This is an optimization exercise on Yosys and OpenROAD, whose aim is small area and a short achievable clock period, not a production implementation.
Only simulation tests tie the RTL to the original design; equivalence was not proved.
No activity file was given, so power comes from the tool's default toggle rates.

// Pipeline_CPU
module Pipeline_CPU( clk_i, rst_n, imem_addr_o, imem_data_i,
                     dmem_addr_o, dmem_wdata_o, dmem_we_o, dmem_re_o, dmem_rdata_i );
Size: ~1400 flip-flops, ~160 I/O pins, about 56000 um2 of cells after synthesis.
==> flow/config.mk <==
export PLATFORM = sky130hd
export DESIGN_NAME = Pipeline_CPU
export DESIGN_NICKNAME = Pipeline_CPU
export VERILOG_FILES = /design/flow/design.v
export SDC_FILE = /design/flow/constraint.sdc
export NUM_CORES = 8
export LEC_CHECK = 0
export CAP_MARGIN = 20
export CORE_MARGIN = 2
export CORE_UTILIZATION = 65
export CTS_BUF_LIST = sky130_fd_sc_hd__clkbuf_16
export CTS_CLUSTER_DIAMETER = 80
export CTS_CLUSTER_SIZE = 20
export SLEW_MARGIN = 20
export SYNTH_HIERARCHICAL = 1
==> flow/constraint.sdc <==
create_clock -name core_clock -period 20.0 [get_ports {clk_i}]
set_input_delay 4.0000 -clock core_clock [delete_from_list [all_inputs] [get_ports {clk_i}]]
set_output_delay 4.0000 -clock core_clock [all_outputs]
set_load 0.01 [all_outputs]
standard.sh (not shown) runs the stock make flow with config.mk's settings and CLKGATE_MAP_FILE= SYNTH_SCRIPT=/design/flow/synth_recipe.tcl, a recipe that flattens the netlist after the stock synthesis.
==> flow/flow/run.sh <==
#!/bin/bash
# Layout flow: the standard flow (standard.sh, ORFS) with two changes:
#  - ports are buffered with buf_2 instead of the delay cell buffer_ports picks
#  - repair_timing aims for a larger setup margin, so the resizer works on the
#    paths that set the achieved clock period
# ORFS writes each step's full log under orfs/logs/; make's own output goes to
# flow_make.log.
set -euo pipefail
bash standard.sh \
  "BUFFER_PORTS_ARGS=-buffer_cell sky130_fd_sc_hd__buf_2" \
  SETUP_SLACK_MARGIN=14.75 \
  finish > flow_make.log 2>&1
Then changed:
--- a/flow/flow/run.sh
+++ b/flow/flow/run.sh
@@ -11 +11 @@
-  SETUP_SLACK_MARGIN=14.75 \
+  SETUP_SLACK_MARGIN=14.8 \
Register-to-register slack got worse by 0.04 ns.
Maximum frequency rises by 0.58%.
Wire length rises by 0.81%.
Die area does not change.
Area after synthesis does not change.
Worst hold slack got worse by 0.0030 ns.
Sequential power hardly moves.
Global-route usage rises by 0.28 points.
Critical path depth stays the same.
Cell area rises by 0.99%.
Setup slack improved by 0.030 ns.

* * *

Another version of the RTL of Pipeline_CPU (not shown whole).
For scale: roughly 4900 cells after synthesis, about 1300 flip-flops, roughly 55000 um^2 of cells after synthesis.
==> flow/config.mk <==
export PLATFORM = sky130hd
export DESIGN_NAME = Pipeline_CPU
export DESIGN_NICKNAME = Pipeline_CPU
export VERILOG_FILES = /design/flow/design.v
export SDC_FILE = /design/flow/constraint.sdc
export NUM_CORES = 8
export LEC_CHECK = 0
export CAP_MARGIN = 20
export CORE_MARGIN = 2
export CORE_UTILIZATION = 65
export CTS_BUF_LIST = sky130_fd_sc_hd__clkbuf_16
export CTS_CLUSTER_DIAMETER = 80
export CTS_CLUSTER_SIZE = 20
export SLEW_MARGIN = 20
export SYNTH_HIERARCHICAL = 1
==> flow/constraint.sdc <==
create_clock -name core_clock -period 20.0 [get_ports {clk_i}]
set_input_delay 4.0000 -clock core_clock [delete_from_list [all_inputs] [get_ports {clk_i}]]
set_output_delay 4.0000 -clock core_clock [all_outputs]
set_load 0.01 [all_outputs]
==> flow/flow/run.sh <==
#!/bin/bash
# Layout flow: the standard flow (standard.sh, ORFS) with two changes:
#  - ports are buffered with buf_2 instead of the delay cell buffer_ports picks
#  - repair_timing aims for a larger setup margin, so the resizer works on the
#    paths that set the achieved clock period
# ORFS writes each step's full log under orfs/logs/; make's own output goes to
# flow_make.log.
set -euo pipefail
bash standard.sh \
  "BUFFER_PORTS_ARGS=-buffer_cell sky130_fd_sc_hd__buf_2" \
  SETUP_SLACK_MARGIN=14.9 \
  finish > flow_make.log 2>&1
The starting point completed without violations.
==> next run, changes <==
--- a/flow/flow/run.sh
+++ b/flow/flow/run.sh
@@ -2 +2 @@
-# Layout flow: the standard flow (standard.sh, ORFS) with two changes:
+# Layout flow: the standard flow (standard.sh, ORFS) with these changes:
@@ -5,0 +6,2 @@
+#  - the timing repair after global routing estimates wire parasitics 20%
+#    higher (flow/pessimistic_rc.tcl), closer to the extracted ones
@@ -8,0 +11 @@
+here=$(cd "$(dirname "$0")" && pwd)
@@ -11 +14,2 @@
-  SETUP_SLACK_MARGIN=14.9 \
+  SETUP_SLACK_MARGIN=14.8 \
+  "PRE_GLOBAL_ROUTE_TCL=$here/pessimistic_rc.tcl" \
==> flow/flow/pessimistic_rc.tcl (new file) <==
# Sourced before global routing (PRE_GLOBAL_ROUTE_TCL). The parasitics that
# the post-global-route repair estimates from the global routes come out
# lower than the ones extracted from the finished layout; raising the wire
# capacitance and resistance estimates by 20% makes that repair aim at the
# extracted values instead.
set rc_scale 1.2
foreach {layer c r} {
  li1  1.499e-04   7.176e-02
  met1 1.72375E-04 8.929e-04
  met2 1.36233E-04 8.929e-04
  met3 2.14962E-04 1.567e-04
  met4 1.48128E-04 1.567e-04
  met5 1.54087E-04 1.781e-05
} {
  set_layer_rc -layer $layer -capacitance [expr {$c * $rc_scale}] -resistance [expr {$r * $rc_scale}]
}
set_wire_rc -signal -layer met1
set_wire_rc -clock -layer met3
puts "pessimistic_rc: layer RC scaled by $rc_scale for the global-route repair"
=> The changed run finished clean. Cell count barely changes. Flip-flop and latch count does not change. Non-clock buffer count goes up by 14. Core utilization went up by 0.18 points. Routed wire length barely changes. Clock skew climbs by 10 ps.

-- separate check: timing with driven ports --
The results above use ideal ports. As a check the final layouts listed here were re-extracted and re-timed, cells and wires unchanged.
Step 1 (the two cells are an assumption about what drives the block):
set clk [get_ports {clk_i}]
set_driving_cell -lib_cell sky130_fd_sc_hd__clkbuf_16 $clk
set_driving_cell -lib_cell sky130_fd_sc_hd__buf_2 [delete_from_list [all_inputs] $clk]
Step 2 adds t to the input delays and takes it off the output delays; t is the mean of the earliest and latest rising clock arrival at the registers after step 1. Input paths then give back, and output paths get back, about the clock's delay inside the block.
a / b / c = no drivers / after step 1 / after step 2; a / b = the first two.
run	shift t [ns]	setup WS [ns]	worst setup path at the end	slew at the worst register clock pin (ns)
the first run of note 1	0.750	14.748 / 14.673 / 14.191	input to register	0.09 / 0.09
the second run of note 1	0.750	14.778 / 14.701 / 14.364	input to register	0.09 / 0.09
the first run of note 2	0.744	14.777 / 14.704 / 14.367	input to register	0.09 / 0.09
the second run of note 2	0.742	14.728 / 14.709 / 14.266	input to register	0.09 / 0.09
After both steps every run listed still meets setup and hold. For the first run of note 1, which loses most, drivers alone change the setup slack by -0.075 ns; drivers and shift together by -0.557 ns.
